This design comes from an exercise in tuning for small area and a short achievable clock period on the open sky130 flow, not from production work. RTL that was checked went through simulation tests only; none was proved equivalent to the original. Power figures rest on the tool's default switching activity, not on a simulated workload.

amber:
## fp32_mul
module fp32_mul(
    input wire clk,
    input wire [31:0] a,         
    input wire [31:0] b,         
    input wire [2:0] rm,         
    output reg [31:0] result,    
    output wire nv,              
    output wire of,              
    output wire uf,              
    output wire nx               
);
Size in the first run: about 2,600 cells after synthesis, ~100 I/O pins.
Settings: LEC_CHECK=0, CAP_MARGIN=20, CORE_MARGIN=2, CORE_UTILIZATION=40, SETUP_SLACK_MARGIN=3.9, SLEW_MARGIN=20, SYNTH_HIERARCHICAL=1; clock period 8.2 ns.
run.sh (not shown) runs the stock make flow with config.mk's settings and CLKGATE_MAP_FILE= SYNTH_SCRIPT=/design/flow/synth_recipe.tcl, a recipe that flattens the netlist after the stock synthesis.
Input changes introduced in zinc (baseline for comparison: amber):
diff --git a/flow/design.v b/flow/design.v
--- a/flow/design.v
+++ b/flow/design.v
@@ -1990,13 +1990,15 @@
                     (s3_m_rmm & s3_g) |
                     (s3_m_away & (s3_hi ? s3_g : inexact));
     wire [24:0] all_below;
     fp32_mul_ones u_ones (.m(s3_mant), .ab(all_below));
     wire [23:0] mant_inc = s3_mant ^ all_below[23:0];
     wire [24:0] rounded = round_up ? {all_below[24], mant_inc} : {1'b0, s3_mant};
-    wire round_carry = round_up & all_below[24];      
+    wire mant_ones;
+    fp32_mul_and24 u_and24 (.m(s3_mant), .y(mant_ones));
+    wire round_carry = round_up & mant_ones;      
     wire carry = s3_hi | round_carry;
     wire special = s3_is_nan | s3_is_inf | s3_is_zero;
     wire of_to_max = ~(s3_m_rne | s3_m_rmm | s3_m_away);
     wire ovf_early = ~s3_exp_le0 & (s3_exp_ge255 | (s3_exp_eq254 & s3_hi));
     wire ovf_late = ~s3_exp_le0 & s3_exp_eq254 & ~s3_hi & round_carry;
     wire ovf = ovf_early | ovf_late;
@@ -2104,12 +2106,45 @@
 module fp32_mul_inc8(
     input wire [7:0] x,
     output wire [7:0] y
 );
     assign y = x + 8'd1;
 endmodule
+module fp32_mul_and24(
+    input wire [23:0] m,
+    output wire y
+);
+    wire [5:0] n4;
+    wire [1:0] o3;
+    genvar gq;
+    generate
+        for (gq = 0; gq < 6; gq = gq + 1) begin : g_q
+            fp32_mul_nand4 u_n4 (.a(m[4*gq]), .b(m[4*gq+1]), .c(m[4*gq+2]), .d(m[4*gq+3]), .y(n4[gq]));
+        end
+    endgenerate
+    fp32_mul_nor3 u_o0 (.a(n4[0]), .b(n4[1]), .c(n4[2]), .y(o3[0]));
+    fp32_mul_nor3 u_o1 (.a(n4[3]), .b(n4[4]), .c(n4[5]), .y(o3[1]));
+    assign y = o3[0] & o3[1];
+endmodule
+module fp32_mul_nand4(
+    input wire a,
+    input wire b,
+    input wire c,
+    input wire d,
+    output wire y
+);
+    assign y = ~(a & b & c & d);
+endmodule
+module fp32_mul_nor3(
+    input wire a,
+    input wire b,
+    input wire c,
+    output wire y
+);
+    assign y = ~(a | b | c);
+endmodule
 `default_nettype wire
 module fp32_mul_fa(
     input wire x,
     input wire y,
     input wire z,
     output wire s,
## What came out
Going from amber to zinc, buffer count excluding the clock tree in the final layout grew slightly.
zinc ran to completion and came out clean on the timing, design-rule and antenna checks.
zinc gives more clock latency reported for the late side of the worst-skew pair than amber did.
Between amber and zinc, setup slack is lower for amber, zinc comes in above that.
Of amber and zinc, the run reporting the higher internal portion of total power was amber.
Taking amber as the reference, in zinc via count of the routed design went down 465; total detailed-routing wirelength went down 4200 um; critical path depth went down 1; number of global-route vias before repair went down about 2.4%; final critical delay including setup and external delays went down 0.016 ns.
Met2 demand-to-capacity share in global routing: zinc vs amber down 2.9 points
No functional check of the RTL was part of any run of this note.


Another version of the RTL of fp32_mul (not shown whole).
For scale: ~2,700 cells after synthesis, roughly 250 flip-flops, ~100 I/O pins.
Settings: LEC_CHECK=0, CAP_MARGIN=20, CORE_MARGIN=2, CORE_UTILIZATION=40, SETUP_SLACK_MARGIN=3.9, SLEW_MARGIN=20, SYNTH_HIERARCHICAL=1; clock period 8.2 ns.
Then changed:
--- a/flow/design.v
+++ b/flow/design.v
@@ -128,13 +128,13 @@
     wire s1_sticky = (tz1 < {2'b0, sh_left}) | (right_pos & ({3'b0, tz1} < sh_right));
     wire [9:0] s1_exp_full = {1'b0, s1_esum} - (s1_one_sub ? 10'd150 - {5'b0, s1_p} : 10'd127);
     wire [7:0] s1_exp = s1_exp_full[7:0];
     wire s1_exp_le0 = s1_exp_full[9] | (s1_exp_full == 10'd0);
     wire s1_exp_ge255 = ~s1_exp_full[9] & (s1_exp_full >= 10'd255);
     wire s1_exp_eq254 = (s1_exp_full == 10'd254);
-    localparam LOW = 12;
+    localparam LOW = 20;
     wire [47:0] ts;
     wire [47:0] tc;
     wire [24:0] max1 = {ma, 1'b0};    
     wire [324:0] pp;
     wire bs0_0;
     fp32_mul_bsel u_bs0_0 (.one(bone[0]), .two(btwo[0]), .x1(ma[0]), .x2(max1[0]), .y(bs0_0));
=> The new run went through all stages and came out clean; hold slack barely changes; final area went up by 0.73%; power came out higher by 14%; clock skew drops by 0.011 ns; fmax decreases by 4.9%; sequential share of layout area decreases by 0.21 points; cell count goes down by 3.0%; core utilization rose by 2.3 points; worst setup slack is worse by 0.22 ns; wire length went down by 1.8%; synthesized area goes down by 4.1%; via count is lower by 5.3%.
Function not checked in the second run of this note: the RTL went through the layout flow alone.

==> static timing again, ports no longer ideal <==
Ports are ideal in the flow. The routed layouts listed here were re-timed in OpenROAD.
Step 1: set_driving_cell puts a clkbuf_16 on clk and a buf_2 on each other input, an assumption about the parent block.
Step 2, shift: input delay + t, output delay - t, t = (earliest + latest rising clock arrival at the registers) / 2. This alone moves slack from input paths to output paths.
Slacks: ideal ports / drivers / drivers and shift; pairs: ideal ports / drivers.
run	t (ns)	setup WS [ns]	worst setup path after step 2	latest minus earliest clock arrival (ns)	worst data-port slew with drivers (ns)
amber	0.625	3.786 / 3.721 / 3.547	input to register	0.017 / 0.017	0.05
zinc	0.633	3.802 / 3.742 / 3.482	input to register	0.035 / 0.035	0.06
the first run of note 2	0.635	3.859 / 3.803 / 3.516	input to register	0.025 / 0.025	0.04
the second run of note 2	0.609	3.636 / 3.580 / 3.477	input to register	0.016 / 0.017	0.06
After both steps setup and hold are still met in every run listed. For the first run of note 2, which loses most, drivers alone change the setup slack by -0.056 ns; drivers and shift together by -0.343 ns.
